Context: an optimization exercise on an open-source flow, tuned for small area and a short achievable clock period. The choices shown serve that exercise and are no tape-out recipe. RTL that was checked went through simulation tests only; none was proved equivalent to the original. For run 5, only the layout was checked, not whether the RTL still works. Power and IR drop assume default switching activity.

### flow/run.sh
#!/bin/bash
# Layout flow: the standard flow (standard.sh) with these changes:
#  - synthesis leaves adders to ABC: no full/half-adder cell extraction
#    (ADDER_MAP_FILE empty) and no Kogge-Stone carry lookahead map
#    (SYNTH_OPERATIONS_ARGS replaces the -extra-map default);
#  - ABC maps the design with an area-oriented script (flow/abc_area.script),
#    except the zero-flag detector (KEEP_MODULES), which stays a module
#    through synthesis and gets a delay-oriented one (flow/abc_speed.script);
#    flow/prep.py edits a copy of synth.tcl for this, and synth_recipe.tcl
#    still flattens the result;
#  - timing repair aims at a setup slack of 22.65 ns, so that it sizes and
#    buffers the critical paths (the constraints themselves are unchanged);
#  - clock tree synthesis runs with ORFS's own arguments plus
#    -dont_use_dummy_load (no extra load cells on the clock tree);
#  - ports are buffered with buf_2 cells rather than the buffer cell that
#    buffer_ports picks by itself.
set -euo pipefail
here=$(pwd)
rm -rf "$here/scripts"
cp -r "$FLOW_HOME/scripts" "$here/scripts"
cp "$here/flow/abc_speed.script" "$here/scripts/abc_speed_mod.script"
cp "$here/flow/abc_area.script" "$here/scripts/abc_area_mod.script"
python3 "$here/flow/prep.py" "$here/scripts/synth.tcl" > "$here/prep.log" 2>&1
export KEEP_MODULES="alu_zdet"
bash standard.sh SCRIPTS_DIR="$here/scripts" \
  ADDER_MAP_FILE= SYNTH_OPERATIONS_ARGS=-nofsm \
  "BUFFER_PORTS_ARGS=-buffer_cell sky130_fd_sc_hd__buf_2" \
  "CTS_ARGS=-sink_clustering_enable -repair_clock_nets -dont_use_dummy_load" \
  SETUP_SLACK_MARGIN=22.65 finish > "$here/flow_make.log" 2>&1
### flow/abc_area.script
strash
dc2
dch
amap
topo
### flow/abc_speed.script
strash
balance
map
topo
### flow/prep.py
# Edit a copy of ORFS's synth.tcl:
#  - keep the modules named in KEEP_MODULES as modules through synthesis
#    (synth_recipe.tcl flattens the design afterwards as usual);
#  - ABC maps those modules with abc_speed_mod.script (delay-oriented) and
#    the rest of the design with abc_area_mod.script (area-oriented).
import sys
p = sys.argv[1]
s = open(p).read()
old1 = "  synth -flatten -run :fine {*}$synth_full_args\n"
new1 = ("  foreach m $::env(KEEP_MODULES) { setattr -mod -set keep_hierarchy 1 $m }\n"
        + old1)
old2 = "  log_cmd abc {*}$abc_args\n"
new2 = """  set speed_args [lreplace $abc_args 1 1 $::env(SCRIPTS_DIR)/abc_speed_mod.script]
  set area_args [lreplace $abc_args 1 1 $::env(SCRIPTS_DIR)/abc_area_mod.script]
  log_cmd abc {*}$speed_args {*}$::env(KEEP_MODULES)
  log_cmd abc {*}$area_args $::env(DESIGN_NAME)
"""
for o, n in ((old1, new1), (old2, new2)):
    assert s.count(o) == 1, o
    s = s.replace(o, n)
open(p, "w").write(s)
### standard.sh
#!/bin/bash
# synth_recipe.tcl (not shown) runs the flow's synth.tcl, then flattens the netlist and writes it again
# the make line also repeats each setting of config.mk as NAME=value (left out here)
make -C /OpenROAD-flow-scripts/flow DESIGN_CONFIG=/design/flow/config.mk WORK_HOME=/design/flow/orfs CLKGATE_MAP_FILE= SYNTH_SCRIPT=/design/flow/synth_recipe.tcl "${@:-finish}"
### config.mk
export PLATFORM = sky130hd
export DESIGN_NAME = ALU
export DESIGN_NICKNAME = ALU
export VERILOG_FILES = /design/flow/design.v
export SDC_FILE = /design/flow/constraint.sdc
export NUM_CORES = 4
export LEC_CHECK = 0
export CAP_MARGIN = 20
export CORE_MARGIN = 2
export CORE_UTILIZATION = 55
export SLEW_MARGIN = 20
### constraint.sdc
create_clock -name core_clock -period 30.0 [get_ports {clk}]
set_input_delay 6.0000 -clock core_clock [delete_from_list [all_inputs] [get_ports {clk}]]
set_output_delay 6.0000 -clock core_clock [all_outputs]
set_load 0.01 [all_outputs]
### design.v
module ALU (
    input clk, en,
    input [7:0] a, b,
    input [3:0] s,
    output reg [15:0] y,
    output reg carry,
    output zero
);
reg [7:0] a_in, b_in;
reg [1:0] qh;    
reg [1:0] rh;    
always @(posedge clk, posedge en) begin
    if (en) begin
        a_in <= 0; b_in <= 0;
    end else begin
        a_in <= a; b_in <= b;
    end
end
wire [1:0] iq2, ir2;
alu_dpre u_dpre (.a(a[7:6]), .b(b), .q(iq2), .r(ir2));
always @(posedge clk) begin
    qh <= iq2;
    rh <= ir2;
end
wire [7:0] quo;
alu_div u_div (.a_in(a_in), .b_in(b_in), .qh(qh), .rh(rh), .quo(quo));
wire [8:0] sum, dif, inc, dec;
alu_arith u_arith (.a_in(a_in), .b_in(b_in), .sum(sum), .dif(dif), .inc(inc), .dec(dec));
wire [15:0] prod;
alu_mul u_mul (.x(a_in), .y(b_in), .p(prod));
wire [15:0] pre_y;
wire pre_c;
alu_omux u_omux (
    .s(s), .a_in(a_in), .b_in(b_in),
    .sum(sum), .dif(dif), .inc(inc), .dec(dec), .prod(prod),
    .out_y(pre_y), .c(pre_c)
);
wire [15:0] out_y;
alu_qmerge u_qm (.s(s), .pre(pre_y[7:0]), .quo(quo), .y(out_y[7:0]));
assign out_y[15:8] = pre_y[15:8];
wire ph = (prod[15:8] != 8'd0);
reg zh;
always @(posedge clk, posedge en) begin
    if (en) begin
        y <= 0; carry <= 0; zh <= 0;
    end else begin
        y <= out_y; carry <= pre_c; zh <= ~((s == 4'd4) & ph) & ~out_y[8];
    end
end
alu_zdet u_zdet (.y(y[7:0]), .v(zh), .zero(zero));
endmodule
module alu_div (
    input [7:0] a_in, b_in,
    input [1:0] qh, rh,
    output [7:0] quo
);
wire [9:0] b3 = {1'b0, b_in, 1'b0} + {2'b00, b_in};
wire [7:0] q;
assign q[7:6] = qh;
wire [2:0] t2  = {rh, a_in[5]};
wire [3:0] df2 = {1'b0, t2} - {1'b0, b_in[2:0]};
assign q[5] = (b_in[7:3] == 5'd0) & ~df2[3];
wire [2:0] r2 = q[5] ? df2[2:0] : t2;
wire [3:0] t3  = {r2, a_in[4]};
wire [4:0] df3 = {1'b0, t3} - {1'b0, b_in[3:0]};
assign q[4] = (b_in[7:4] == 4'd0) & ~df3[4];
wire [3:0] r3 = q[4] ? df3[3:0] : t3;
genvar gi;
generate for (gi = 4; gi < 8; gi = gi + 2) begin : dstep
    localparam W = gi + 2;
    wire [gi-1:0] r;
    wire [W-1:0] t = {r, a_in[7-gi], a_in[6-gi]};
    wire [W:0] d1 = {1'b0, t} - {1'b0, b_in[W-1:0]};
    wire [W-1:0] d2 = {1'b0, t[W-1:1]} - {1'b0, b_in[W-2:0]};
    wire [W:0] d3 = {1'b0, t} - {1'b0, b3[W-1:0]};
    wire hz1, hz2, hz3;
    if (W == 8) begin : last
        assign hz1 = 1'b1;
        assign hz2 = ~b_in[7];
    end else begin : nl
        assign hz1 = (b_in[7:W] == 0);
        assign hz2 = (b_in[7:W-1] == 0);
    end
    assign hz3 = (b3[9:W] == 0);
    wire c1 = hz1 & ~d1[W];
    wire c2 = hz2 & ~d2[W-1];
    wire c3 = hz3 & ~d3[W];
    assign q[7-gi] = c2;
    assign q[6-gi] = c2 ? c3 : c1;
    wire [W-1:0] rn = c3 ? d3[W-1:0] : c2 ? {d2[W-2:0], t[0]} : c1 ? d1[W-1:0] : t;
    if (gi == 4) begin : first
        assign r = r3;
    end else begin : nf
        assign r = dstep[gi-2].rn[gi-1:0];
    end
end endgenerate
assign quo = (b_in == 8'd0) ? 8'd0 : q;
endmodule
module alu_arith (
    input [7:0] a_in, b_in,
    output [8:0] sum, dif, inc, dec
);
wire [8:0] ca, cs, ci, cd;    
assign ca[0] = 1'b0;
assign cs[0] = 1'b1;
assign ci[0] = 1'b1;
assign cd[0] = 1'b0;
genvar j;
generate for (j = 0; j < 8; j = j + 1) begin : rc
    wire x = a_in[j] ^ b_in[j];
    assign sum[j]  = x ^ ca[j];
    assign ca[j+1] = (a_in[j] & b_in[j]) | (ca[j] & x);
    assign dif[j]  = ~x ^ cs[j];
    assign cs[j+1] = (a_in[j] & ~b_in[j]) | (cs[j] & ~x);
    assign inc[j]  = a_in[j] ^ ci[j];
    assign ci[j+1] = a_in[j] & ci[j];
    assign dec[j]  = ~(a_in[j] ^ cd[j]);
    assign cd[j+1] = a_in[j] | cd[j];
end endgenerate
assign sum[8] = ca[8];
assign dif[8] = ~cs[8];
assign inc[8] = ci[8];
assign dec[8] = ~cd[8];
endmodule
module alu_dpre (
    input [7:6] a,
    input [7:0] b,
    output [1:0] q,
    output [1:0] r
);
wire ib_hz = (b[7:2] == 6'd0);
assign q = !ib_hz          ? 2'd0 :
           (b[1:0] == 2'd0) ? 2'd3 :          
           (b[1:0] == 2'd1) ? a[7:6] :
           (b[1:0] == 2'd2) ? {1'b0, a[7]} : {1'b0, &a[7:6]};
assign r = !ib_hz          ? a[7:6] :
           (b[1:0] == 2'd0) ? a[7:6] :
           (b[1:0] == 2'd1) ? 2'd0 :
           (b[1:0] == 2'd2) ? {1'b0, a[6]} : ((&a[7:6]) ? 2'd0 : a[7:6]);
endmodule
module alu_zdet (
    input [7:0] y,
    input v,
    output zero
);
assign zero = v & (y == 8'd0);
endmodule
module alu_qmerge (
    input [3:0] s,
    input [7:0] pre, quo,
    output [7:0] y
);
wire s5 = (s == 4'd5);
assign y = pre | (quo & {8{s5}});
endmodule
module alu_mul (input [7:0] x, input [7:0] y, output [15:0] p);
wire pp_0_0 = x[0] & y[0];
wire pp_0_1 = x[1] & y[0];
wire pp_0_2 = x[2] & y[0];
wire pp_0_3 = x[3] & y[0];
wire pp_0_4 = x[4] & y[0];
wire pp_0_5 = x[5] & y[0];
wire pp_0_6 = x[6] & y[0];
wire pp_0_7 = x[7] & y[0];
wire pp_1_0 = x[0] & y[1];
wire pp_1_1 = x[1] & y[1];
wire pp_1_2 = x[2] & y[1];
wire pp_1_3 = x[3] & y[1];
wire pp_1_4 = x[4] & y[1];
wire pp_1_5 = x[5] & y[1];
wire pp_1_6 = x[6] & y[1];
wire pp_1_7 = x[7] & y[1];
wire pp_2_0 = x[0] & y[2];
wire pp_2_1 = x[1] & y[2];
wire pp_2_2 = x[2] & y[2];
wire pp_2_3 = x[3] & y[2];
wire pp_2_4 = x[4] & y[2];
wire pp_2_5 = x[5] & y[2];
wire pp_2_6 = x[6] & y[2];
wire pp_2_7 = x[7] & y[2];
wire pp_3_0 = x[0] & y[3];
wire pp_3_1 = x[1] & y[3];
wire pp_3_2 = x[2] & y[3];
wire pp_3_3 = x[3] & y[3];
wire pp_3_4 = x[4] & y[3];
wire pp_3_5 = x[5] & y[3];
wire pp_3_6 = x[6] & y[3];
wire pp_3_7 = x[7] & y[3];
wire pp_4_0 = x[0] & y[4];
wire pp_4_1 = x[1] & y[4];
wire pp_4_2 = x[2] & y[4];
wire pp_4_3 = x[3] & y[4];
wire pp_4_4 = x[4] & y[4];
wire pp_4_5 = x[5] & y[4];
wire pp_4_6 = x[6] & y[4];
wire pp_4_7 = x[7] & y[4];
wire pp_5_0 = x[0] & y[5];
wire pp_5_1 = x[1] & y[5];
wire pp_5_2 = x[2] & y[5];
wire pp_5_3 = x[3] & y[5];
wire pp_5_4 = x[4] & y[5];
wire pp_5_5 = x[5] & y[5];
wire pp_5_6 = x[6] & y[5];
wire pp_5_7 = x[7] & y[5];
wire pp_6_0 = x[0] & y[6];
wire pp_6_1 = x[1] & y[6];
wire pp_6_2 = x[2] & y[6];
wire pp_6_3 = x[3] & y[6];
wire pp_6_4 = x[4] & y[6];
wire pp_6_5 = x[5] & y[6];
wire pp_6_6 = x[6] & y[6];
wire pp_6_7 = x[7] & y[6];
wire pp_7_0 = x[0] & y[7];
wire pp_7_1 = x[1] & y[7];
wire pp_7_2 = x[2] & y[7];
wire pp_7_3 = x[3] & y[7];
wire pp_7_4 = x[4] & y[7];
wire pp_7_5 = x[5] & y[7];
wire pp_7_6 = x[6] & y[7];
wire pp_7_7 = x[7] & y[7];
wire w1, w2;
assign w1 = pp_0_6 ^ pp_1_5;
assign w2 = pp_0_6 & pp_1_5;
wire w3, w4;
assign w3 = pp_0_7 ^ pp_1_6 ^ pp_2_5;
assign w4 = (pp_0_7 & pp_1_6) | (pp_2_5 & (pp_0_7 ^ pp_1_6));
wire w5, w6;
assign w5 = pp_3_4 ^ pp_4_3;
assign w6 = pp_3_4 & pp_4_3;
wire w7, w8;
assign w7 = pp_1_7 ^ pp_2_6 ^ pp_3_5;
assign w8 = (pp_1_7 & pp_2_6) | (pp_3_5 & (pp_1_7 ^ pp_2_6));
wire w9, w10;
assign w9 = pp_4_4 ^ pp_5_3;
assign w10 = pp_4_4 & pp_5_3;
wire w11, w12;
assign w11 = pp_2_7 ^ pp_3_6 ^ pp_4_5;
assign w12 = (pp_2_7 & pp_3_6) | (pp_4_5 & (pp_2_7 ^ pp_3_6));
wire w13, w14;
assign w13 = pp_0_4 ^ pp_1_3;
assign w14 = pp_0_4 & pp_1_3;
wire w15, w16;
assign w15 = pp_0_5 ^ pp_1_4 ^ pp_2_3;
assign w16 = (pp_0_5 & pp_1_4) | (pp_2_3 & (pp_0_5 ^ pp_1_4));
wire w17, w18;
assign w17 = pp_3_2 ^ pp_4_1;
assign w18 = pp_3_2 & pp_4_1;
wire w19, w20;
assign w19 = pp_2_4 ^ pp_3_3 ^ pp_4_2;
assign w20 = (pp_2_4 & pp_3_3) | (pp_4_2 & (pp_2_4 ^ pp_3_3));
wire w21, w22;
assign w21 = pp_5_1 ^ pp_6_0 ^ w1;
assign w22 = (pp_5_1 & pp_6_0) | (w1 & (pp_5_1 ^ pp_6_0));
wire w23, w24;
assign w23 = pp_5_2 ^ pp_6_1 ^ pp_7_0;
assign w24 = (pp_5_2 & pp_6_1) | (pp_7_0 & (pp_5_2 ^ pp_6_1));
wire w25, w26;
assign w25 = w3 ^ w5 ^ w2;
assign w26 = (w3 & w5) | (w2 & (w3 ^ w5));
wire w27, w28;
assign w27 = pp_6_2 ^ pp_7_1 ^ w7;
assign w28 = (pp_6_2 & pp_7_1) | (w7 & (pp_6_2 ^ pp_7_1));
wire w29, w30;
assign w29 = w9 ^ w4 ^ w6;
assign w30 = (w9 & w4) | (w6 & (w9 ^ w4));
wire w31, w32;
assign w31 = pp_5_4 ^ pp_6_3 ^ pp_7_2;
assign w32 = (pp_5_4 & pp_6_3) | (pp_7_2 & (pp_5_4 ^ pp_6_3));
wire w33, w34;
assign w33 = w11 ^ w8 ^ w10;
assign w34 = (w11 & w8) | (w10 & (w11 ^ w8));
wire w35, w36;
assign w35 = pp_3_7 ^ pp_4_6 ^ pp_5_5;
assign w36 = (pp_3_7 & pp_4_6) | (pp_5_5 & (pp_3_7 ^ pp_4_6));
wire w37, w38;
assign w37 = pp_6_4 ^ pp_7_3 ^ w12;
assign w38 = (pp_6_4 & pp_7_3) | (w12 & (pp_6_4 ^ pp_7_3));
wire w39, w40;
assign w39 = pp_4_7 ^ pp_5_6 ^ pp_6_5;
assign w40 = (pp_4_7 & pp_5_6) | (pp_6_5 & (pp_4_7 ^ pp_5_6));
wire w41, w42;
assign w41 = pp_0_3 ^ pp_1_2;
assign w42 = pp_0_3 & pp_1_2;
wire w43, w44;
assign w43 = pp_2_2 ^ pp_3_1 ^ pp_4_0;
assign w44 = (pp_2_2 & pp_3_1) | (pp_4_0 & (pp_2_2 ^ pp_3_1));
wire w45, w46;
assign w45 = pp_5_0 ^ w15 ^ w17;
assign w46 = (pp_5_0 & w15) | (w17 & (pp_5_0 ^ w15));
wire w47, w48;
assign w47 = w19 ^ w21 ^ w16;
assign w48 = (w19 & w21) | (w16 & (w19 ^ w21));
wire w49, w50;
assign w49 = w23 ^ w25 ^ w20;
assign w50 = (w23 & w25) | (w20 & (w23 ^ w25));
wire w51, w52;
assign w51 = w27 ^ w29 ^ w24;
assign w52 = (w27 & w29) | (w24 & (w27 ^ w29));
wire w53, w54;
assign w53 = w31 ^ w33 ^ w28;
assign w54 = (w31 & w33) | (w28 & (w31 ^ w33));
wire w55, w56;
assign w55 = w35 ^ w37 ^ w32;
assign w56 = (w35 & w37) | (w32 & (w35 ^ w37));
wire w57, w58;
assign w57 = pp_7_4 ^ w39 ^ w36;
assign w58 = (pp_7_4 & w39) | (w36 & (pp_7_4 ^ w39));
wire w59, w60;
assign w59 = pp_5_7 ^ pp_6_6 ^ pp_7_5;
assign w60 = (pp_5_7 & pp_6_6) | (pp_7_5 & (pp_5_7 ^ pp_6_6));
wire w61, w62;
assign w61 = pp_0_2 ^ pp_1_1;
assign w62 = pp_0_2 & pp_1_1;
wire w63, w64;
assign w63 = pp_2_1 ^ pp_3_0 ^ w41;
assign w64 = (pp_2_1 & pp_3_0) | (w41 & (pp_2_1 ^ pp_3_0));
wire w65, w66;
assign w65 = w13 ^ w43 ^ w42;
assign w66 = (w13 & w43) | (w42 & (w13 ^ w43));
wire w67, w68;
assign w67 = w14 ^ w45 ^ w44;
assign w68 = (w14 & w45) | (w44 & (w14 ^ w45));
wire w69, w70;
assign w69 = w18 ^ w47 ^ w46;
assign w70 = (w18 & w47) | (w46 & (w18 ^ w47));
wire w71, w72;
assign w71 = w22 ^ w49 ^ w48;
assign w72 = (w22 & w49) | (w48 & (w22 ^ w49));
wire w73, w74;
assign w73 = w26 ^ w51 ^ w50;
assign w74 = (w26 & w51) | (w50 & (w26 ^ w51));
wire w75, w76;
assign w75 = w30 ^ w53 ^ w52;
assign w76 = (w30 & w53) | (w52 & (w30 ^ w53));
wire w77, w78;
assign w77 = w34 ^ w55 ^ w54;
assign w78 = (w34 & w55) | (w54 & (w34 ^ w55));
wire w79, w80;
assign w79 = w38 ^ w57 ^ w56;
assign w80 = (w38 & w57) | (w56 & (w38 ^ w57));
wire w81, w82;
assign w81 = w40 ^ w59 ^ w58;
assign w82 = (w40 & w59) | (w58 & (w40 ^ w59));
wire w83, w84;
assign w83 = pp_6_7 ^ pp_7_6 ^ w60;
assign w84 = (pp_6_7 & pp_7_6) | (w60 & (pp_6_7 ^ pp_7_6));
wire [15:0] ra = {1'b0, pp_7_7, w83, w81, w79, w77, w75, w73, w71, w69, w67, w65, w63, pp_2_0, pp_0_1, pp_0_0};
wire [15:0] rb = {1'b0, w84, w82, w80, w78, w76, w74, w72, w70, w68, w66, w64, w62, w61, pp_1_0, 1'b0};
assign p = ra + rb;
endmodule
module alu_omux (
    input [3:0] s,
    input [7:0] a_in, b_in,
    input [8:0] sum, dif, inc, dec,
    input [15:0] prod,
    output [15:0] out_y,
    output c
);
wire g_ar = (s[3:2] == 2'd0);                  
wire s4   = (s == 4'd4);
wire s12  = (s == 4'd12);
wire s13  = (s == 4'd13);
wire s14  = (s == 4'd14);
wire s15  = (s == 4'd15);
wire [3:0] tt = (s == 4'd6)  ? 4'b1000 :
                (s == 4'd7)  ? 4'b1110 :
                (s == 4'd8)  ? 4'b0110 :
                (s == 4'd9)  ? 4'b0111 :
                (s == 4'd10) ? 4'b0001 :
                (s == 4'd11) ? 4'b1001 : 4'b0000;
wire [8:0] ar = s[1] ? (s[0] ? dec : inc) : (s[0] ? dif : sum);
wire [8:0] arg = g_ar ? ar : 9'd0;
wire [7:0] lut;
wire [7:0] shl = (s12 | s15) ? {a_in[6:0], s15 & a_in[7]} : 8'd0;
wire [7:0] shr = (s13 | s14) ? {s14 & a_in[0], a_in[7:1]} : 8'd0;
genvar j;
generate for (j = 0; j < 8; j = j + 1) begin : lbit
    assign lut[j] = tt[{a_in[j], b_in[j]}];
end endgenerate
wire [15:0] md = s4 ? prod : 16'd0;
assign out_y = {md[15:9], md[8] | arg[8], md[7:0] | arg[7:0] | lut | shl | shr};
assign c = arg[8] | (s12 & a_in[7]) | (s13 & a_in[0]);
endmodule
==> results of run 1 <==
==> power by group through the flow <==
stage | sequential [uW] | combinational (uW) | clock (uW)
after global routing | 61.5 | 120 | 34.8
after global placement | 61.8 | 93.5 | 0
after CTS | 60.6 | 102 | 32.8
final | 61.3 | 109 | 33.4
after detailed placement | 61.6 | 95.8 | 0
after floorplan | 60.5 | 71.2 | 0
==> final timing paths <==
check / from / end / cells after the start
worst min register to register: qh[1]$_SDFF_PP0_ / y[7]$_DFF_PP0_ / 2
worst max-delay path: s[0] / y[3]$_DFF_PP0_ / 8
worst min-delay path: qh[1]$_SDFF_PP0_ / y[7]$_DFF_PP0_ / 2
max in group asynchronous: en / b_in[5]$_DFF_PP0_ / 3
min in group asynchronous: en / b_in[2]$_DFF_PP0_ / 3
worst max register to register: b_in[2]$_DFF_PP0_ / y[0]$_DFF_PP0_ / 37
==> Yosys cell counts (all sizes together), types with 6 or more instances <==
library cell  instances  share of area
a21oi                76          0.082
o21ai                87          0.094
a31oi                11          0.015
o211ai               11          0.018
clkinv               66          0.053
a21o                 12          0.019
o21a                 25          0.040
nor3                 15          0.016
and2                  7         0.0094
o22ai                31          0.042
a211oi                7          0.011
nor2                210           0.17
a221oi                9          0.017
dfrtp                34           0.18
nor2b                 6         0.0081
nand2               122          0.099
a22oi                11          0.018
==> what timing repair did <==
item,4_1_cts,5_1_grt
hold buffers,0,0
pin swaps,9,11
resized for setup,52,49
endpoints found under the setup margin,15,9
buffers inserted,18,7
==> worst register-to-register path: cells and delay by family, from the launching register on <==
family | cells | cell delay (ns)
compound gates | 22 | 4.20
simple gates | 11 | 1.32
buf+inv | 4 | 0.69
flops | 1 | 0.63
==> registers in the layout (all words and copies together), names as in the netlist <==
register  cells
a_in          8
b_in          8
carry         1
qh            2
rh            2
y            16
zh            1
==> cells by family (layout without fill, tap and decap cells) <==
group | after synthesis | count (layout)
simple gates | 377 | 377
buf+inv | 66 | 136
compound gates | 315 | 315
flops | 38 | 38
==> per-module statistics from Yosys (local to each module, per instance) <==
module | cell area [um^2] | cells | copies in the design
ALU | 4610 | 789 | 1
alu_zdet | 31.3 | 7 | 1
==> layer usage <==
layer  vias up  part of all wire  global-route usage
met5         -                 0                   0
met4         0             0.053               0.157
met3        89              0.11              0.0822
met2       410              0.43               0.587
met1      2798              0.41               0.492
li1       3018                 -                   -
==> cell type report <==
cell class	instances	share of cell area
Clock buffer	5	0.0122
Sequential cell	38	0.167
Multi-Input combinational cell	692	0.666
Inverter	66	0.0536
Tap cell	105	0.0233
Timing Repair Buffer	65	0.0781
==> metrics by stage <==
step | util | power (uW) | hold slack (ns) | worst slack [ns] | cells
after floorplan | - | 132 | 0.508 | 22.63 | 796
after global placement | 0.611 | 155 | 0.607 | 21.91 | 941
after detailed placement | 0.611 | 157 | 0.594 | 21.64 | 941
after CTS | 0.658 | 195 | 0.628 | 22.64 | 964
after global routing | 0.685 | 216 | 0.697 | 22.56 | 971
final | 0.685 | 204 | 0.633 | 22.68 | 971
==> results.cfg, run 1 <==
[sta]
post-route-period-util = 0.244
finalMaxSlewViolations = 0
finalSetupViolCount = 0
hold_viol = 0
setup_tns_ns = 0
tightestPinTransition_ns = 0.689
fin_crit_ns = 7.32
fmax_mhz = 137
fin_skew_ns = 0.0137
rsz0062_at_grt = true
relSlewSlack = 0.535

[routing]
remaining_drc_errors = 0
via_count = 6315
via_per_inst = 6.50
drt_iter0_markers = 607
ant_nets = 0
first_pass_iters = 6
wirelength_um = 17300
post_drt_wl_per_cell_um = 17.8

[worst_setup_path]
start_kind = input port
path_delay_family = compound AO/OA/AOI/OAI gates
crit_arrival_ns = 7.47
critPathRequiredTime_ns = 30.15
critPathMaxFanout = 11
worstSetupPathType = in2reg
slowest_delay_ns = 0.33
rrSetupSlack_ns = 23.08
crit_buf_inv = 2
cp_cell_sequence = buf_12, buf_4, a31oi_2, nor2_2, a221oi_1, o221ai_1, a31oi_1, o21ai_0
worst_path_max_delay_cell = a221oi_1
critPathCaptureType = flop

[layout]
fillCellCount = 762
multiInputGateArea_mm2 = 0.00375
layout_commonest_cell = nor2_1
fin_area_mm2 = 0.00563
syn2layout_area_growth_pct = 21.1
final_net_count = 890
diodes = 0
drive_above_1_share = 0.162
regArea_um2 = 938
mostFrequentLayoutCells = 194 x nor2_1, 120 x nand2_1, 80 x o21ai_0, 73 x a21oi_1, 46 x clkinv_1

[global_route]
grt_pass1_vias = 5434
grtUsageTotal = 0.373
antenna_found_initial = 0
grt_pass1_wl_um = 26500
grt_max_degree = 35
grt_overflow = 0

[synthesis]
synth_area_per_cell_um2 = 5.84
syn-num-nets = 818
ys_warn_count = 1
synthCells = 796
ys_types = 42
synth_ff_type = dfrtp_1
synth_simple_gate_area_frac = 0.324
syn-cell-area_mm2 = 0.00465
synthArstFlopShare = 0.895
synth_top_family_by_area = compound AO/OA/AOI/OAI gates
ys_ff_latch = 38
synthXorXnorAreaFrac = 0
yosysSeqAreaShare = 0.200
post_synth_mux_area_share = 0
synthAdderAreaFrac = 0
synth_edf_count = 0
synth-compound-area-share = 0.422

[clocking]
insertion_delay_ns = 0.30
cts_tree = done
clk_transition_reported_paths_ns = 0.08
cts_buffer_depth = 2
root_buffer = clkbuf_8
cts_made_buffers = 5
h-tree-depth = 2
cts_sinks = 38

[place]
gp_routability_congestion = 1.10
placed_area_mm2 = 0.00502
port_buffers = 39
hpwlAfterDp_um = 12500

[die]
fp.dieH_um = 95.9
initial_core_util = 0.565
io-pin-count = 40
die_w_um = 95.9
fp-row-count = 33
core_mm2 = 0.00822
dieArea_mm2 = 0.00920

[power_and_ir_drop]
switchingPower_uw = 94.3
ir_drop_uv = 31.2
power_frac_clock = 0.164
p_leak_uw = 0.00225
swShare = 0.463
p_int_uw = 109
power_frac_seq = 0.301
p_per_area_mw_per_mm2 = 36.2
pwr-share-comb = 0.535

[worst_hold_path]
hp-class = reg2reg

[flow_run]
maxCapViolCount = 0

[status]
outcome = no timing/DRC/antenna violations
==> run 2, diff against run 1 <==
--- a/flow/run.sh
+++ b/flow/run.sh
@@ -9,5 +9,5 @@
 #    flow/prep.py edits a copy of synth.tcl for this, and synth_recipe.tcl
 #    still flattens the result;
-#  - timing repair aims at a setup slack of 22.65 ns, so that it sizes and
+#  - timing repair aims at a setup slack of 22.85 ns, so that it sizes and
 #    buffers the critical paths (the constraints themselves are unchanged);
 #  - clock tree synthesis runs with ORFS's own arguments plus
@@ -27,3 +27,3 @@
   "BUFFER_PORTS_ARGS=-buffer_cell sky130_fd_sc_hd__buf_2" \
   "CTS_ARGS=-sink_clustering_enable -repair_clock_nets -dont_use_dummy_load" \
-  SETUP_SLACK_MARGIN=22.65 finish > "$here/flow_make.log" 2>&1
+  SETUP_SLACK_MARGIN=22.85 finish > "$here/flow_make.log" 2>&1
==> flow/abc_area.script (replaced) <==
strash
dch
amap
topo
==> run 2 against run 1 <==
Synthesized cell count grew 0.38%. Combinational power grew 8%. Global-route usage grew 2.4 points. First-iteration DRC count grew 44%. Count of clock-buffer cells in the layout is the same. Sequential cell count is the same. Critical path depth is the same. Core utilization grew 4.0 points. Fmax grew 1.3%. Worst hold slack lost 0.071 ns. Critical path type unchanged. Largest cell class unchanged.
==> results.cfg, run 2 <==
[worst_setup_path]
critPathRequiredTime_ns = 30.19
start_kind = input port
slowest_delay_ns = 0.35
critPathCaptureType = flop
worst_path_max_delay_cell = a221o_1
crit_buf_inv = 3
path_delay_family = compound AO/OA/AOI/OAI gates
cp_cell_sequence = buf_12, clkinv_8, or2_4, o22ai_4, buf_4, a221o_1, a2111oi_2, o311ai_1
r2r-start = b_in[4]$_DFF_PP0_
setup.worst_path.start = s[3]
crit_arrival_ns = 7.42
critPathMaxFanout = 3
worstSetupPathType = in2reg

[layout]
layout_commonest_cell = nor2_1
fin_area_mm2 = 0.00599
mostFrequentLayoutCells = 167 x nor2_1, 120 x nand2_1, 99 x o21ai_0, 77 x a21oi_1, 55 x clkinv_1
syn2layout_area_growth_pct = 27.3
fillCellCount = 713
diodes = 0
drive_above_1_share = 0.182
largest_reg_flops = 16
final_net_count = 915
largest_register = y
largestRegisters = y (16), a_in (8), b_in (8)

[die]
fp.dieH_um = 96.5
die_w_um = 96.5
dieArea_mm2 = 0.00931
fp-row-count = 33
core_mm2 = 0.00826
initial_core_util = 0.570
io-pin-count = 40

[synthesis]
yosysSeqAreaShare = 0.198
synth_edf_count = 0
ys_types = 40
ys_warn_count = 1
synthArstFlopShare = 0.895
synth_top_area_frac = 0.181
yosysTopAreaCell = dfrtp_1
yosysMostFrequentCell = nor2_1
synth_ff_type = dfrtp_1
syn-cell-area_mm2 = 0.00470
synthTopCellsByArea = dfrtp_1 18%, nor2_1 14%, o21ai_0 11%
synth_common_cells = 180 x nor2_1, 126 x nand2_1, 104 x o21ai_0, 80 x a21oi_1, 69 x clkinv_1
synthCells = 799
syn-num-nets = 821
synth_area_per_cell_um2 = 5.89
ys_ff_latch = 38

[global_route]
grt_pass1_vias = 5821
grtUsageTotal = 0.397
antenna_found_initial = 0
grt_pass1_wl_um = 28300
grt_overflow = 0
grt_max_degree = 35

[clocking]
cts_tree = done
root_buffer = clkbuf_8
h-tree-depth = 2
clk_transition_reported_paths_ns = 0.11
insertion_delay_ns = 0.32
cts_buffer_depth = 2
postCtsHoldBufs = 0
cts_sinks = 38
cts_made_buffers = 5

[power_and_ir_drop]
p_per_area_mw_per_mm2 = 35.8
p_int_uw = 114
power_frac_seq = 0.288
pwr-share-comb = 0.548
swShare = 0.470
p_leak_uw = 0.00234
power_frac_clock = 0.164
ir_drop_uv = 25.9
switchingPower_uw = 101

[sta]
finalMaxSlewViolations = 0
post-route-period-util = 0.241
fin_skew_ns = 0.0398
finalSetupViolCount = 0
tightestPinTransition_ns = 0.746
hold_viol = 0
rsz0062_at_grt = true
relSlewSlack = 0.498
fin_crit_ns = 7.23
setup_tns_ns = 0
fmax_mhz = 138

[flow_run]
maxCapViolCount = 0

[status]
outcome = no timing/DRC/antenna violations

[routing]
wirelength_um = 19100
via_per_inst = 6.75
first_pass_iters = 7
remaining_drc_errors = 0
drt_iter0_markers = 875
post_drt_wl_per_cell_um = 19.1
ant_nets = 0
via_count = 6722

[place]
placed_area_mm2 = 0.00509
port_buffers = 39
gp_routability_congestion = 1.05
hpwlAfterDp_um = 13000

[worst_hold_path]
hp-class = reg2reg
holdCritStartpoint = qh[0]$_SDFF_PP0_
==> run 2: changes by cell type after synthesis, sizes merged, moves of 5 or more <==
| cell | previous run | this run |
|---|---|---|
| o32ai | 1 | 8 |
| a221oi | 9 | 3 |
| o211ai | 11 | 2 |
| o21ai | 87 | 104 |
| a21o | 12 | 1 |
| o22ai | 31 | 49 |
| a211oi | 7 | 12 |
| nor2 | 210 | 180 |
| o221ai | 4 | 11 |
| o21a | 25 | 38 |
| a31oi | 11 | 6 |
==> run 2: kinds of logic after synthesis <==
logic type / count (synthesis) / synth area share
buffers and inverters: 69 / 0.0551
DFF: 38 / 0.198
and+or+nand+nor: 342 / 0.290
AOI/OAI and AO/OA: 349 / 0.456
xor gates and xnor gates: 1 / 0.00186
==> run 2: what timing repair did <==
action / in CTS / in global routing
pin swaps: 6 / 22
setup buffers: 8 / 36
resized for setup: 50 / 59
cloned: 0 / 3
endpoints found under the hold margin: 0 / 0
setup endpoints to repair: 18 / 11
==> run 2: per-stage QoR <==
stage          hold WS (ns)  utilization  worst slack [ns]  std cells  total power [uW]
6_report              0.562        0.725             22.77        996               214
5_1_grt               0.570        0.725             22.50        996               229
4_1_cts               0.535        0.655             22.79        957               199
3_5_place_dp          0.515        0.616             21.82        944               161
3_3_place_gp          0.523        0.616             21.97        944               158
2_1_floorplan         0.426            -             22.72        799               135
==> run 2: area by class of cell <==
| type | count | area (um^2) | area share |
|---|---|---|---|
| inverters | 69 | 317 | 0.0529 |
| flip-flops and latches | 38 | 937 | 0.156 |
| clock buffers | 5 | 68.8 | 0.0115 |
| repair inverters | 1 | 8.76 | 0.00146 |
| repair buffers | 86 | 661 | 0.110 |
| well taps | 105 | 131 | 0.0219 |
| multi-input cells | 692 | 3860 | 0.645 |
==> run 2: tightest hold or removal path, delay by kind of cell (launching register included) <==
kind / cells / cell delay [ns]
AO/OA/AOI/OAI: 2 / 0.15
flip-flops: 1 / 0.37
==> run 2: path summary, 6_finish.rpt <==
kind / depth (start not counted) / slack [ns] / end
setup reg to reg: 33 / 22.81 / y[0]$_DFF_PP0_
setup / recovery: 8 / 22.77 / y[0]$_DFF_PP0_
max in group asynchronous: 3 / 23.82 / b_in[7]$_DFF_PP0_
hold reg to reg: 2 / 0.56 / y[6]$_DFF_PP0_
min in group asynchronous: 3 / 5.77 / b_in[0]$_DFF_PP0_
hold / removal: 2 / 0.56 / y[6]$_DFF_PP0_
==> run 2: layer usage <==
metal | GRT usage | part of all wire | vias up
li1 | - | - | 3110
met5 | 0 | 0 | -
met3 | 0.0721 | 0.14 | 123
met4 | 0.173 | 0.057 | 0
met2 | 0.630 | 0.43 | 537
met1 | 0.529 | 0.37 | 2952
==> run 2: power groups by stage <==
stage,registers (uW),logic [uW],clock network (uW)
final,61.7,118,35.2
after global routing,61.8,130,36.9
after CTS,61.0,103,34.5
after detailed placement,61.9,99.2,0
after global placement,61.7,96.1,0
after floorplan,60.4,74.6,0
==> run 2: per-module statistics from Yosys, one instance, submodules excluded <==
module / times used / flip-flops and latches / cell area, um^2 / cells inside
ALU: 1 / 38 / 4670 / 792
alu_zdet: 1 / 0 / 31.3 / 7
==> run 3, diff against run 2 <==
--- a/flow/run.sh
+++ b/flow/run.sh
@@ -9,5 +9,5 @@
 #    flow/prep.py edits a copy of synth.tcl for this, and synth_recipe.tcl
 #    still flattens the result;
-#  - timing repair aims at a setup slack of 22.85 ns, so that it sizes and
+#  - timing repair aims at a setup slack of 22.8 ns, so that it sizes and
 #    buffers the critical paths (the constraints themselves are unchanged);
 #  - clock tree synthesis runs with ORFS's own arguments plus
@@ -27,3 +27,3 @@
   "BUFFER_PORTS_ARGS=-buffer_cell sky130_fd_sc_hd__buf_2" \
   "CTS_ARGS=-sink_clustering_enable -repair_clock_nets -dont_use_dummy_load" \
-  SETUP_SLACK_MARGIN=22.85 finish > "$here/flow_make.log" 2>&1
+  SETUP_SLACK_MARGIN=22.8 finish > "$here/flow_make.log" 2>&1
==> flow/abc_area.script (replaced) <==
strash
dc2
dch
amap
topo
==> run 3 against run 2 <==
Critical path depth grew 2. Total power shrank 1.9%. Sequential power is essentially flat. Still clean on timing, DRC and antenna. Routed wire length shrank 1.1%. Fmax is 0.79% lower.
==> results.cfg, run 3 <==
[worst_setup_path]
critPathRequiredTime_ns = 30.16
path_delay_family = compound AO/OA/AOI/OAI gates
critPathMaxFanout = 6
crit_arrival_ns = 7.44
worst_path_max_delay_cell = nor3_4
critPathCaptureType = flop
crit_buf_inv = 2
crit_top_cell = nand2_1
cp_cell_sequence = buf_12, buf_4, nor3_4, o22ai_2, nand2_1, o211ai_1, nand2_1, o221ai_1, a21oi_1, o21ai_1
worstSetupPathType = in2reg
slowest_delay_ns = 0.27
start_kind = input port

[routing]
via_count = 6549
remaining_drc_errors = 0
ant_nets = 0
wirelength_um = 18900
via_per_inst = 6.60
post_drt_wl_per_cell_um = 19.0
drt_iter0_markers = 797
first_pass_iters = 6

[synthesis]
yosysSeqAreaShare = 0.200
ys_types = 42
synth_area_per_cell_um2 = 5.84
synth_ff_type = dfrtp_1
ys_warn_count = 1
synthTopCellsByArea = dfrtp_1 18%, nor2_1 17%, nand2_1 9.9%
ys_ff_latch = 38
synth_top_area_frac = 0.183
synth_edf_count = 0
synth_common_cells = 210 x nor2_1, 122 x nand2_1, 87 x o21ai_0, 76 x a21oi_1, 66 x clkinv_1
syn-num-nets = 818
yosysTopAreaCell = dfrtp_1
syn-cell-area_mm2 = 0.00465
yosysMostFrequentCell = nor2_1
synthCells = 796
synthArstFlopShare = 0.895

[global_route]
grt_pass1_wl_um = 27900
grt_overflow = 0
grt_pass1_vias = 5637
grt_max_degree = 35
antenna_found_initial = 1
grtUsageTotal = 0.394

[layout]
diodes = 0
mostFrequentLayoutCells = 192 x nor2_1, 119 x nand2_1, 76 x o21ai_0, 72 x a21oi_1, 48 x clkinv_1
layout_commonest_cell = nor2_1
final_cells = 992
syn2layout_area_growth_pct = 28.8
final_net_count = 911
largest_register = y
drive_above_1_share = 0.203
post-route-util = 0.728
largest_reg_flops = 16
largestRegisters = y (16), a_in (8), b_in (8)

[sta]
rsz0062_at_grt = true
post-route-period-util = 0.243
hold_viol = 0
hold_slack_ns = 0.683
relSlewSlack = 0.485
fmax_mhz = 137
tightestPinTransition_ns = 0.764
setup_tns_ns = 0
fin_crit_ns = 7.29
finalMaxSlewViolations = 0
fin_skew_ns = 0.0136
finalSetupViolCount = 0

[place]
dp_cells = 942
hpwlAfterDp_um = 13300
gp_routability_congestion = 0.980
port_buffers = 39

[clocking]
cts_tree = done
clk_transition_reported_paths_ns = 0.08
h-tree-depth = 2
cts_made_buffers = 5
cts_buffer_depth = 2
postCtsHoldBufs = 0
cts_sinks = 38
insertion_delay_ns = 0.30
root_buffer = clkbuf_8

[die]
fp-row-count = 33
fp.dieH_um = 95.9
die_w_um = 95.9
initial_core_util = 0.565
dieArea_mm2 = 0.00920
io-pin-count = 40
core_mm2 = 0.00822

[status]
outcome = no timing/DRC/antenna violations

[flow_run]
maxCapViolCount = 0

[power_and_ir_drop]
ir_drop_uv = 28.9
p_per_area_mw_per_mm2 = 35.2
p_leak_uw = 0.00242

[worst_hold_path]
hp-class = reg2reg
[run 3: cell types whose count changed after synthesis, sizes merged, moves of 9 or more]
cell / before / now
o21a: 38 / 25
a21o: 1 / 12
o211ai: 2 / 11
o22ai: 49 / 31
nor2: 180 / 210
o21ai: 104 / 87
[run 3: layout make-up]
| cell class | instances | area, um^2 |
|---|---|---|
| multi-input combinational | 692 | 3870 |
| clock buffer | 5 | 68.8 |
| timing repair buffer | 86 | 634 |
| sequential | 38 | 942 |
| tap | 105 | 131 |
| inverter | 66 | 334 |
| fill | 679 | 2230 |
[run 3: metrics by stage]
stage / total power [uW] / worst slack, ns / cell area, um^2
finish: 210 / 22.71 / 5980
global route: 225 / 22.57 / 5980
CTS: 198 / 22.65 / 5610
detailed placement: 160 / 21.98 / 5090
global placement: 157 / 21.83 / 5090
floorplan: 132 / 22.72 / 4750
[run 3: kinds of logic (layout without fill, tap and decap cells)]
kind of cell,Yosys count,count (layout),share of synthesized area
AO/OA/AOI/OAI,315,315,0.422
buffers and inverters,66,157,0.0533
flip-flops,38,38,0.200
AND/OR/NAND/NOR,377,377,0.324
[run 3: final timing paths]
check                             startpoint           endpoint  slack (ns)  cells after the start
min in group asynchronous                 en  b_in[2]$_DFF_PP0_        5.79                      3
max in group asynchronous                 en  a_in[5]$_DFF_PP0_       23.85                      3
hold / removal              qh[1]$_SDFF_PP0_     y[7]$_DFF_PP0_        0.68                      2
setup / recovery                        s[0]     y[4]$_DFF_PP0_       22.71                     10
hold reg to reg             qh[1]$_SDFF_PP0_     y[7]$_DFF_PP0_        0.68                      2
setup reg to reg           b_in[7]$_DFF_PP0_     y[0]$_DFF_PP0_       23.12                     36
[run 3: report_power, final]
group	internal (uW)	switching, uW	leakage, uW
registers	55.2	6.51	0.000444
clock network	15.0	17.7	0.0000359
logic	42.5	73.4	0.00194
[run 3: timing repair]
item	CTS	global route
buffers inserted	24	21
pin swaps	13	21
gates resized for setup	65	67
setup endpoints to repair	11	11
gates cloned	0	0
[run 3: routing by layer]
metal / GRT usage / vias to the layer above / share of wire
met4: 0.181 / 2 / 0.056
met5: 0 / - / 0.00069
met1: 0.502 / 2840 / 0.38
li1: - / 3056 / -
met2: 0.639 / 530 / 0.44
met3: 0.0814 / 121 / 0.13
[run 3: worst min-delay path, stage by stage (launching register included)]
cell and delay [ns]:
dfxtp_1 0.38, a2111o_1 0.15, a31o_1 0.10
[run 3: Yosys stat by module, one instance, submodules excluded]
| module | cell area (um^2) | flip-flops and latches | cells inside | times used |
|---|---|---|---|---|
| ALU | 4610 | 38 | 789 | 1 |
| alu_zdet | 31.3 | 0 | 7 | 1 |
==> run 4, diff against run 3 <==
--- a/flow/run.sh
+++ b/flow/run.sh
@@ -9,5 +9,5 @@
 #    flow/prep.py edits a copy of synth.tcl for this, and synth_recipe.tcl
 #    still flattens the result;
-#  - timing repair aims at a setup slack of 22.8 ns, so that it sizes and
+#  - timing repair aims at a setup slack of 22.55 ns, so that it sizes and
 #    buffers the critical paths (the constraints themselves are unchanged);
 #  - clock tree synthesis runs with ORFS's own arguments plus
@@ -27,3 +27,3 @@
   "BUFFER_PORTS_ARGS=-buffer_cell sky130_fd_sc_hd__buf_2" \
   "CTS_ARGS=-sink_clustering_enable -repair_clock_nets -dont_use_dummy_load" \
-  SETUP_SLACK_MARGIN=22.8 finish > "$here/flow_make.log" 2>&1
+  SETUP_SLACK_MARGIN=22.55 finish > "$here/flow_make.log" 2>&1
==> run 4 against run 3 <==
Critical endpoint is now y[3]$_DFF_PP0_. Still clean on timing, DRC and antenna. Critical path depth rose by 1. Worst hold slack got worse by 0.00093 ns. Sequential power barely moved. Highest routed layer is now met4.
==> results.cfg, run 4 <==
[status]
outcome = no timing/DRC/antenna violations

[sta]
hold_viol = 0
tightestPinTransition_ns = 1.11
fmax_mhz = 133
rsz0062_at_grt = true
fin_crit_ns = 7.49
finalMaxSlewViolations = 0
relSlewSlack = 0.251
fin_skew_ns = 0.0129
finalSetupViolCount = 0
post-route-period-util = 0.250
setup_tns_ns = 0

[clocking]
h-tree-depth = 2
cts_made_buffers = 5
cts_buffer_depth = 2
cts_sinks = 38
clk_transition_reported_paths_ns = 0.07
insertion_delay_ns = 0.30
cts_tree = done
root_buffer = clkbuf_8

[global_route]
grt_pass1_vias = 5493
grt_use_met2 = 0.594
grt_pass1_wl_um = 26500
grt_overflow = 0
antenna_found_initial = 0
busiest_layer = met2
grtUsageTotal = 0.374
met1_usage = 0.493
grtUsageMet3 = 0.0807
grt_max_degree = 35

[synthesis]
synth_top_area_frac = 0.183
ys_types = 42
synth_top_family_by_area = compound AO/OA/AOI/OAI gates
synthCells = 796
synth_ff_type = dfrtp_1
ys_warn_count = 1
synthAdderAreaFrac = 0
syn-cell-area_mm2 = 0.00465
synthXorXnorAreaFrac = 0
yosysMostFrequentCell = nor2_1
synthArstFlopShare = 0.895
synth_edf_count = 0
synth_common_cells = 210 x nor2_1, 122 x nand2_1, 87 x o21ai_0, 76 x a21oi_1, 66 x clkinv_1
yosysSeqAreaShare = 0.200
yosysTopAreaCell = dfrtp_1
synth_simple_gate_area_frac = 0.324
synthTopCellsByArea = dfrtp_1 18%, nor2_1 17%, nand2_1 9.9%
ys_ff_latch = 38
post_synth_mux_area_share = 0
synth_area_per_cell_um2 = 5.84
synth-compound-area-share = 0.422
syn-num-nets = 818

[layout]
layout_commonest_cell = nor2_1
post-route-util = 0.671
largestRegisters = y (16), a_in (8), b_in (8)
largest_register = y
fin_area_mm2 = 0.00551
final_net_count = 881
drive_above_1_share = 0.141
largest_reg_flops = 16
diodes = 0
mostFrequentLayoutCells = 198 x nor2_1, 121 x nand2_1, 84 x o21ai_0, 74 x a21oi_1, 50 x clkinv_1
syn2layout_area_growth_pct = 18.7

[flow_run]
maxCapViolCount = 0

[worst_setup_path]
worst_path_max_delay_cell = a221oi_1
crit_arrival_ns = 7.62
critPathCaptureType = flop
reg2reg_depth = 42
worstSetupPathType = in2reg
slowest_delay_ns = 0.30
r2r-end = y[0]$_DFF_PP0_
setup.worst_path.start = s[2]
start_kind = input port
crit_end = y[3]$_DFF_PP0_
r2r-start = a_in[5]$_DFF_PP0_
critPathRequiredTime_ns = 30.13
critPathMaxFanout = 5
cp_cell_sequence = clkbuf_4, clkinvlp_4, buf_4, nand3_4, clkinvlp_4, nand2_1, o21ai_0, a221oi_1, o221ai_1, a31oi_1, o21ai_0
rrSetupSlack_ns = 22.99

[power_and_ir_drop]
ir_drop_uv = 29.1
p_per_area_mw_per_mm2 = 36.5
p_leak_uw = 0.00219
total_power_uw = 201

[routing]
post_drt_wl_per_cell_um = 18.0
first_pass_iters = 7
via_per_inst = 6.54
drt_iter0_markers = 758
ant_nets = 0
via_count = 6287
remaining_drc_errors = 0
wirelength_um = 17300

[place]
gp_routability_congestion = 1.08
placed_area_mm2 = 0.00500
port_buffers = 39
hpwlAfterDp_um = 12700

[die]
dieArea_mm2 = 0.00920
initial_core_util = 0.565
io-pin-count = 40
core_mm2 = 0.00822
fp.dieH_um = 95.9
fp-row-count = 33
die_w_um = 95.9

[worst_hold_path]
hp-class = reg2reg
## run 4: Yosys stat by module (local to each module, per instance)
module    cells  cell area (um^2)  flops+latches  copies in the design
ALU         789              4610             38                     1
alu_zdet      7              31.3              0                     1
## run 4: what timing repair did
item,CTS,global route
gates resized for setup,41,49
pin swaps,3,6
endpoints found under the setup margin,18,8
setup buffers,4,12
hold endpoints to repair,0,0
hold buffers,0,0
## run 4: worst max-delay path: cells and delay by family
| kind | cells | cell delay (ns) |
|---|---|---|
| AOI/OAI and AO/OA | 5 | 0.85 |
| buffers and inverters | 4 | 0.58 |
| and+or+nand+nor | 2 | 0.19 |
## run 4: layout make-up
class                      count  area, um^2
tap                          105         131
inverter                      66         297
timing repair buffer          56         362
fill                         761        2700
clock buffer                   5        68.8
multi-input combinational    692        3720
sequential                    38         938
## run 4: stage by stage
stage / hold WS, ns / worst slack, ns / instances
finish: 0.682 / 22.51 / 962
global route: 0.709 / 22.43 / 962
CTS: 0.632 / 22.52 / 950
detailed placement: 0.604 / 21.71 / 941
global placement: 0.599 / 21.76 / 941
floorplan: 0.508 / 22.52 / 796
## run 4: kinds of logic after synthesis
family | Yosys count
simple gates | 377
compound gates | 315
buf+inv | 66
flops | 38
## run 4: report_power, final
group	internal [uW]	total (uW)	switching, uW
clock	15.0	32.3	17.3
sequential	55.1	61.5	6.34
combinational	38.6	108	69.1
## run 4: layer usage
layer,wire [um],vias up
li1,-,2992
met1,7040,2798
met2,7530,418
met3,2050,79
met4,724,0
met5,0,-
## run 4: worst min path at each step
stage                          start              to  slack, ns  cells past startpoint
floorplan           qh[1]$_SDFF_PP0_  y[7]$_DFF_PP0_       0.51                      2
global placement    qh[0]$_SDFF_PP0_  y[6]$_DFF_PP0_       0.60                      3
detailed placement  qh[0]$_SDFF_PP0_  y[6]$_DFF_PP0_       0.60                      3
CTS                 qh[0]$_SDFF_PP0_  y[6]$_DFF_PP0_       0.63                      3
global route        qh[0]$_SDFF_PP0_  y[6]$_DFF_PP0_       0.71                      3
finish              qh[0]$_SDFF_PP0_  y[6]$_DFF_PP0_       0.68                      3
==> run 5, diff against run 4 <==
--- a/design.v
+++ b/design.v
@@ -4,6 +4,5 @@
     input [3:0] s,
     output reg [15:0] y,
-    output reg carry,
-    output zero
+    output reg carry, zero
 );
 reg [7:0] a_in, b_in;
@@ -17,36 +16,41 @@
     end
 end
-wire [1:0] iq2, ir2;
-alu_dpre u_dpre (.a(a[7:6]), .b(b), .q(iq2), .r(ir2));
+wire       ib_hz = (b[7:2] == 6'd0);
+wire [1:0] iq = !ib_hz          ? 2'd0 :
+                (b[1:0] == 2'd0) ? 2'd3 :          
+                (b[1:0] == 2'd1) ? a[7:6] :
+                (b[1:0] == 2'd2) ? {1'b0, a[7]} : {1'b0, &a[7:6]};
+wire [1:0] ir = !ib_hz          ? a[7:6] :
+                (b[1:0] == 2'd0) ? a[7:6] :
+                (b[1:0] == 2'd1) ? 2'd0 :
+                (b[1:0] == 2'd2) ? {1'b0, a[6]} : ((&a[7:6]) ? 2'd0 : a[7:6]);
 always @(posedge clk) begin
-    qh <= iq2;
-    rh <= ir2;
+    qh <= iq;
+    rh <= ir;
 end
 wire [7:0] quo;
 alu_div u_div (.a_in(a_in), .b_in(b_in), .qh(qh), .rh(rh), .quo(quo));
 wire [8:0] sum, dif, inc, dec;
-alu_arith u_arith (.a_in(a_in), .b_in(b_in), .sum(sum), .dif(dif), .inc(inc), .dec(dec));
+wire [15:0] zf;
+alu_arith u_arith (.a_in(a_in), .b_in(b_in), .sum(sum), .dif(dif), .inc(inc), .dec(dec), .zf(zf));
 wire [15:0] prod;
 alu_mul u_mul (.x(a_in), .y(b_in), .p(prod));
 wire [15:0] pre_y;
-wire pre_c;
+wire pre_c, z;
 alu_omux u_omux (
     .s(s), .a_in(a_in), .b_in(b_in),
-    .sum(sum), .dif(dif), .inc(inc), .dec(dec), .prod(prod),
-    .out_y(pre_y), .c(pre_c)
+    .sum(sum), .dif(dif), .inc(inc), .dec(dec), .prod(prod), .zf(zf),
+    .out_y(pre_y), .c(pre_c), .z(z)
 );
 wire [15:0] out_y;
 alu_qmerge u_qm (.s(s), .pre(pre_y[7:0]), .quo(quo), .y(out_y[7:0]));
 assign out_y[15:8] = pre_y[15:8];
-wire ph = (prod[15:8] != 8'd0);
-reg zh;
 always @(posedge clk, posedge en) begin
     if (en) begin
-        y <= 0; carry <= 0; zh <= 0;
+        y <= 0; carry <= 0; zero <= 0;
     end else begin
-        y <= out_y; carry <= pre_c; zh <= ~((s == 4'd4) & ph) & ~out_y[8];
+        y <= out_y; carry <= pre_c; zero <= z;
     end
 end
-alu_zdet u_zdet (.y(y[7:0]), .v(zh), .zero(zero));
 endmodule
 module alu_div (
@@ -58,14 +62,6 @@
 wire [7:0] q;
 assign q[7:6] = qh;
-wire [2:0] t2  = {rh, a_in[5]};
-wire [3:0] df2 = {1'b0, t2} - {1'b0, b_in[2:0]};
-assign q[5] = (b_in[7:3] == 5'd0) & ~df2[3];
-wire [2:0] r2 = q[5] ? df2[2:0] : t2;
-wire [3:0] t3  = {r2, a_in[4]};
-wire [4:0] df3 = {1'b0, t3} - {1'b0, b_in[3:0]};
-assign q[4] = (b_in[7:4] == 4'd0) & ~df3[4];
-wire [3:0] r3 = q[4] ? df3[3:0] : t3;
 genvar gi;
-generate for (gi = 4; gi < 8; gi = gi + 2) begin : dstep
+generate for (gi = 2; gi < 8; gi = gi + 2) begin : dstep
     localparam W = gi + 2;
     wire [gi-1:0] r;
@@ -89,6 +85,6 @@
     assign q[6-gi] = c2 ? c3 : c1;
     wire [W-1:0] rn = c3 ? d3[W-1:0] : c2 ? {d2[W-2:0], t[0]} : c1 ? d1[W-1:0] : t;
-    if (gi == 4) begin : first
-        assign r = r3;
+    if (gi == 2) begin : first
+        assign r = rh;
     end else begin : nf
         assign r = dstep[gi-2].rn[gi-1:0];
@@ -99,50 +95,29 @@
 module alu_arith (
     input [7:0] a_in, b_in,
-    output [8:0] sum, dif, inc, dec
+    output [8:0] sum, dif, inc, dec,
+    output [15:0] zf
 );
-wire [8:0] ca, cs, ci, cd;    
-assign ca[0] = 1'b0;
-assign cs[0] = 1'b1;
-assign ci[0] = 1'b1;
-assign cd[0] = 1'b0;
-genvar j;
-generate for (j = 0; j < 8; j = j + 1) begin : rc
-    wire x = a_in[j] ^ b_in[j];
-    assign sum[j]  = x ^ ca[j];
-    assign ca[j+1] = (a_in[j] & b_in[j]) | (ca[j] & x);
-    assign dif[j]  = ~x ^ cs[j];
-    assign cs[j+1] = (a_in[j] & ~b_in[j]) | (cs[j] & ~x);
-    assign inc[j]  = a_in[j] ^ ci[j];
-    assign ci[j+1] = a_in[j] & ci[j];
-    assign dec[j]  = ~(a_in[j] ^ cd[j]);
-    assign cd[j+1] = a_in[j] | cd[j];
-end endgenerate
-assign sum[8] = ca[8];
-assign dif[8] = ~cs[8];
-assign inc[8] = ci[8];
-assign dec[8] = ~cd[8];
-endmodule
-module alu_dpre (
-    input [7:6] a,
-    input [7:0] b,
-    output [1:0] q,
-    output [1:0] r
-);
-wire ib_hz = (b[7:2] == 6'd0);
-assign q = !ib_hz          ? 2'd0 :
-           (b[1:0] == 2'd0) ? 2'd3 :          
-           (b[1:0] == 2'd1) ? a[7:6] :
-           (b[1:0] == 2'd2) ? {1'b0, a[7]} : {1'b0, &a[7:6]};
-assign r = !ib_hz          ? a[7:6] :
-           (b[1:0] == 2'd0) ? a[7:6] :
-           (b[1:0] == 2'd1) ? 2'd0 :
-           (b[1:0] == 2'd2) ? {1'b0, a[6]} : ((&a[7:6]) ? 2'd0 : a[7:6]);
-endmodule
-module alu_zdet (
-    input [7:0] y,
-    input v,
-    output zero
-);
-assign zero = v & (y == 8'd0);
+assign sum = {1'b0, a_in} + {1'b0, b_in};
+assign dif = {1'b0, a_in} - {1'b0, b_in};
+assign inc = {1'b0, a_in} + 9'd1;
+assign dec = {1'b0, a_in} - 9'd1;
+wire za = (a_in == 8'd0);
+wire bz = (b_in == 8'd0);
+assign zf[0]  = ((a_in | b_in) == 8'd0);
+assign zf[1]  = (a_in == b_in);
+assign zf[2]  = 1'b0;
+assign zf[3]  = (a_in == 8'd1);
+assign zf[4]  = za | bz;
+assign zf[5]  = bz | dif[8];
+assign zf[6]  = ((a_in & b_in) == 8'd0);
+assign zf[7]  = zf[0];
+assign zf[8]  = zf[1];
+assign zf[9]  = ((a_in & b_in) == 8'hff);
+assign zf[10] = ((a_in | b_in) == 8'hff);
+assign zf[11] = (a_in == ~b_in);
+assign zf[12] = (a_in[6:0] == 7'd0);
+assign zf[13] = (a_in[7:1] == 7'd0);
+assign zf[14] = za;
+assign zf[15] = za;
 endmodule
 module alu_qmerge (
@@ -354,6 +329,7 @@
     input [8:0] sum, dif, inc, dec,
     input [15:0] prod,
+    input [15:0] zf,
     output [15:0] out_y,
-    output c
+    output c, z
 );
 wire g_ar = (s[3:2] == 2'd0);                  
@@ -381,3 +357,4 @@
 assign out_y = {md[15:9], md[8] | arg[8], md[7:0] | arg[7:0] | lut | shl | shr};
 assign c = arg[8] | (s12 & a_in[7]) | (s13 & a_in[0]);
+assign z = zf[s];
 endmodule
==> flow/run.sh (replaced) <==
#!/bin/bash
# Layout flow: the standard flow (standard.sh), with these changes.
#  - Synthesis maps the timing-critical modules (divider, result
#    multiplexers) with ORFS's delay-oriented ABC script and the rest with
#    an area-oriented one (flow/abc_area.script).
#  - Ports are buffered with buf_2 cells rather than the buffer cell that
#    buffer_ports picks by itself.
# Everything else, including the constraints, is standard.sh's.
set -euo pipefail
here=$(pwd)
rm -rf "$here/scripts"
cp -r "$FLOW_HOME/scripts" "$here/scripts"
cp "$here/flow/abc_speed.script" "$here/scripts/abc_speed_mod.script"
cp "$here/flow/abc_area.script" "$here/scripts/abc_area_mod.script"
python3 "$here/flow/prep.py" "$here/scripts/synth.tcl" > "$here/prep.log" 2>&1
export ABC_SPEED_MODULES="alu_div alu_omux alu_qmerge"
export ABC_AREA_MODULES="ALU alu_mul alu_arith"
bash standard.sh SCRIPTS_DIR="$here/scripts" \
  "BUFFER_PORTS_ARGS=-buffer_cell sky130_fd_sc_hd__buf_2" finish > "$here/flow_make.log" 2>&1
==> flow/abc_area.script (replaced) <==
strash
dch
map -a
topo
==> flow/abc_speed.script (replaced) <==
&get -n
&st
&dch
&nf
&st
&syn2
&if -g -K 6
&synch2
&nf
&st
&syn2
&if -g -K 6
&synch2
&nf
&st
&syn2
&if -g -K 6
&synch2
&nf
&st
&syn2
&if -g -K 6
&synch2
&nf
&st
&syn2
&if -g -K 6
&synch2
&nf
&put
buffer -c
topo
stime -c
upsize -c
dnsize -c
==> flow/prep.py (replaced) <==
# Edit a copy of ORFS's synth.tcl so ABC maps the modules named in
# ABC_SPEED_MODULES with the delay-oriented script and all others with the
# area-oriented one.
import sys
p = sys.argv[1]
s = open(p).read()
old = "  log_cmd abc {*}$abc_args\n"
assert s.count(old) == 1
new = """  set speed_args [lreplace $abc_args 1 1 $::env(SCRIPTS_DIR)/abc_speed_mod.script]
  set area_args [lreplace $abc_args 1 1 $::env(SCRIPTS_DIR)/abc_area_mod.script]
  log_cmd abc {*}$speed_args {*}$::env(ABC_SPEED_MODULES)
  log_cmd abc {*}$area_args {*}$::env(ABC_AREA_MODULES)
"""
open(p, "w").write(s.replace(old, new))
--- a/config.mk
+++ b/config.mk
@@ -10,2 +10,4 @@
 export CORE_UTILIZATION = 55
 export SLEW_MARGIN = 20
+export SYNTH_HIERARCHICAL = 1
+export SYNTH_MINIMUM_KEEP_SIZE = 0
==> run 5 against run 4 <==
Still clean on timing, DRC and antenna. Sequential power about the same. Worst setup slack lost 0.42 ns. Worst hold slack got worse by 0.044 ns. Total power is 70% higher. Count of clock-buffer cells in the layout is the same. Largest power group unchanged.
==> results.cfg, run 5 <==
[worst_setup_path]
critPathRequiredTime_ns = 30.23
crit_arrival_ns = 8.15
critPathCaptureType = flop
start_kind = flop
critPathMaxFanout = 15
worstSetupPathType = reg2reg

[global_route]
grt_pass1_wl_um = 37100
grt_max_degree = 48
met1_usage = 0.428
grt_pass1_vias = 6945
grt_overflow = 0
grtUsageMet3 = 0.0356
grt_use_met2 = 0.548
busiest_layer = met2
antenna_found_initial = 0
grtUsageTotal = 0.324

[synthesis]
synthArstFlopShare = 0.895
synth_edf_count = 0
synth_common_cells = 114 x ha_1, 110 x nor2_1, 99 x clkinv_1, 90 x nand2_1, 50 x a21oi_1
synthTopCellsByArea = ha_1 19%, fa_1 12%, dfrtp_1 11%
yosysMostFrequentCell = ha_1
synthCells = 957
ys_types = 77
syn-cell-area_mm2 = 0.00765
yosysSeqAreaShare = 0.122
ys_warn_count = 7
ys_ff_latch = 38
synth_ff_type = dfrtp_1
synth_area_per_cell_um2 = 8.00
yosysTopAreaCell = ha_1
synth_top_area_frac = 0.186
syn-num-nets = 1138

[die]
initial_core_util = 0.558
core_mm2 = 0.0137
dieArea_mm2 = 0.0149
fp.dieH_um = 122
die_w_um = 122
fp-row-count = 43
io-pin-count = 40

[place]
port_buffers = 39
dp_cells = 1153
gp_routability_congestion = 0.962
hpwlAfterDp_um = 17900
preCtsSetupSlack_ns = 22.00

[layout]
syn2layout_area_growth_pct = 6.13
largestRegisters = y (16), a_in (8), b_in (8)
largest_reg_flops = 16
mostFrequentLayoutCells = 114 x ha_1, 110 x nor2_1, 99 x clkinv_1, 90 x nand2_1, 50 x a21oi_1
diodes = 0
final_net_count = 1162
final_cells = 1162
layout_commonest_cell = ha_1
drive_above_1_share = 0.0896
fillCellCount = 1291
largest_register = y

[power_and_ir_drop]
total_power_uw = 342
switchingPower_uw = 156
power_frac_seq = 0.179
p_int_uw = 186
ir_drop_uv = 22.0
swShare = 0.457
p_leak_uw = 0.00376
pwr-share-comb = 0.611
p_per_area_mw_per_mm2 = 42.0
power_frac_clock = 0.210

[sta]
hold_viol = 0
fin_crit_ns = 7.92
post-route-period-util = 0.264
fin_skew_ns = 0.00705
relSlewSlack = 0.352
fmax_mhz = 126
finalMaxSlewViolations = 0
finalSetupViolCount = 0
timing.final.ws_setup_ns = 22.08
tightestPinTransition_ns = 0.972
rsz0062_at_grt = false
setup_tns_ns = 0

[worst_hold_path]
hp-class = reg2reg

[routing]
remaining_drc_errors = 0
via_per_inst = 6.04
post_drt_wl_per_cell_um = 20.1
via_count = 7023
ant_nets = 0
first_pass_iters = 5
wirelength_um = 23400
drt_iter0_markers = 489

[clocking]
cts-resized-gates = 0
cts_setup_buffers = 0
h-tree-depth = 2
postCtsHoldBufs = 0
cts_sinks = 38
root_buffer = clkbuf_16
insertion_delay_ns = 0.29
cts_made_buffers = 5
cts_tree = done
cts_buffer_depth = 2
clk_transition_reported_paths_ns = 0.07

[status]
outcome = no timing/DRC/antenna violations

[flow_run]
maxCapViolCount = 0
## run 5: cell count changes in the layout (fill, tap and decap cells not counted), moves of 20 or more
cell	before	now
ha_1	0	114
xor2_1	0	37
nor2_1	198	110
o21ai_0	84	47
inv_1	0	26
o21a_1	25	5
fa_1	0	45
clkinv_1	50	99
nand2_1	121	90
a21oi_1	74	50
mux2i_1	0	22
## run 5: critical path: stages (launching register included)
cell,delay (ns)
dfrtp_1,0.82
inv_1,0.39
ha_1,0.45
a211oi_1,0.37
o21bai_1,0.14
a21oi_1,0.27
xor2_1,0.35
and4b_1,0.47
mux2i_1,0.55
ha_1,0.37
o21a_1,0.12
o31a_1,0.11
o21a_1,0.17
o21ai_0,0.48
buf_4,0.25
or2b_1,0.27
nand2b_1,0.10
mux2i_1,0.32
ha_1,0.29
o21ai_0,0.08
a21boi_0,0.11
o21ai_0,0.18
a21oi_1,0.10
o31a_1,0.27
or4_1,0.51
o21ai_0,0.19
a21o_1,0.14
## run 5: final cells by class
type	count	area (um^2)	share of cell area
timing repair buffer	50	290	0.0357
inverter	125	469	0.0578
tap	180	225	0.0277
clock inverter	3	68.8	0.00847
clock buffer	5	125	0.0154
sequential	38	931	0.115
multi-input combinational	761	6010	0.740
## run 5: final timing paths
check,start,to,slack [ns],cells after the start
max in group asynchronous,en,a_in[3]$_DFF_PP0_,23.84,3
hold reg to reg,qh[0]$_SDFF_PP0_,y[6]$_DFF_PP0_,0.64,2
min in group asynchronous,en,b_in[3]$_DFF_PP0_,5.81,3
hold / removal,qh[0]$_SDFF_PP0_,y[6]$_DFF_PP0_,0.64,2
setup / recovery,b_in[3]$_DFF_PP0_,y[0]$_DFF_PP0_,22.08,26
setup reg to reg,b_in[3]$_DFF_PP0_,y[0]$_DFF_PP0_,22.08,26
## run 5: layer usage
| layer | part of all wire | routed length [um] |
|---|---|---|
| met5 | 0 | 0 |
| met4 | 0.035 | 827 |
| met3 | 0.060 | 1410 |
| met2 | 0.47 | 11000 |
| met1 | 0.43 | 10100 |
## run 5: power by group through the flow
stage,registers [uW],clock network [uW],logic (uW)
after floorplan,63.2,0,153
after global placement,62.0,0,203
after detailed placement,62.0,0,205
after CTS,61.1,72.5,207
after global routing,61.6,74.5,236
final,61.2,71.7,209
## run 5: modules after synthesis, one instance, submodules excluded
| module | cells | cell area [um^2] | times used | flip-flops and latches |
|---|---|---|---|---|
| alu_div | 276 | 2170 | 1 | 0 |
| alu_mul | 254 | 1860 | 1 | 0 |
| alu_omux | 183 | 1300 | 1 | 0 |
| alu_arith | 178 | 1240 | 1 | 0 |
| ALU | 56 | 1010 | 1 | 38 |
| alu_qmerge | 10 | 83.8 | 1 | 0 |
## run 5: cells by family after synthesis
family | count (synthesis) | share of synthesized area
other cells | 1 | 0.000490
mux | 32 | 0.0531
flops | 38 | 0.122
buf+inv | 158 | 0.0933
fa+ha+maj | 160 | 0.305
xor+xnor | 54 | 0.0628
compound gates | 207 | 0.177
simple gates | 307 | 0.186
## run 5: through the flow
stage | hold WS (ns) | util | cell area [um^2]
finish | 0.638 | 0.592 | 8120
global route | 0.648 | 0.592 | 8120
CTS | 0.642 | 0.590 | 8100
detailed placement | 0.615 | 0.576 | 7900
global placement | 0.613 | 0.576 | 7900
floorplan | 0.525 | - | 7650

==> re-timing with driven ports <==
Ports are ideal in the flow. The routed layouts listed here were re-timed in OpenROAD.
Step 1 sets driving cells, clkbuf_16 on the clock port and buf_2 on the other inputs (assumed; they add their load-dependent delay and slew).
Step 2 also shifts input and output timing later by t, the mid clock arrival at the registers, as if the neighbouring blocks saw the same clock.
a / b / c = ideal ports / drivers / drivers and shift; a / b = the first two.
run | shift t [ns] | setup slack, ns
run 1 | 0.324 | 22.678 / 22.657 / 22.333
run 2 | 0.329 | 22.770 / 22.675 / 22.346
run 3 | 0.316 | 22.713 / 22.674 / 22.358
run 4 | 0.320 | 22.509 / 22.504 / 22.184
run 5 | 0.321 | 22.085 / 22.085 / 22.085
After both steps setup and hold are still met in every run listed.
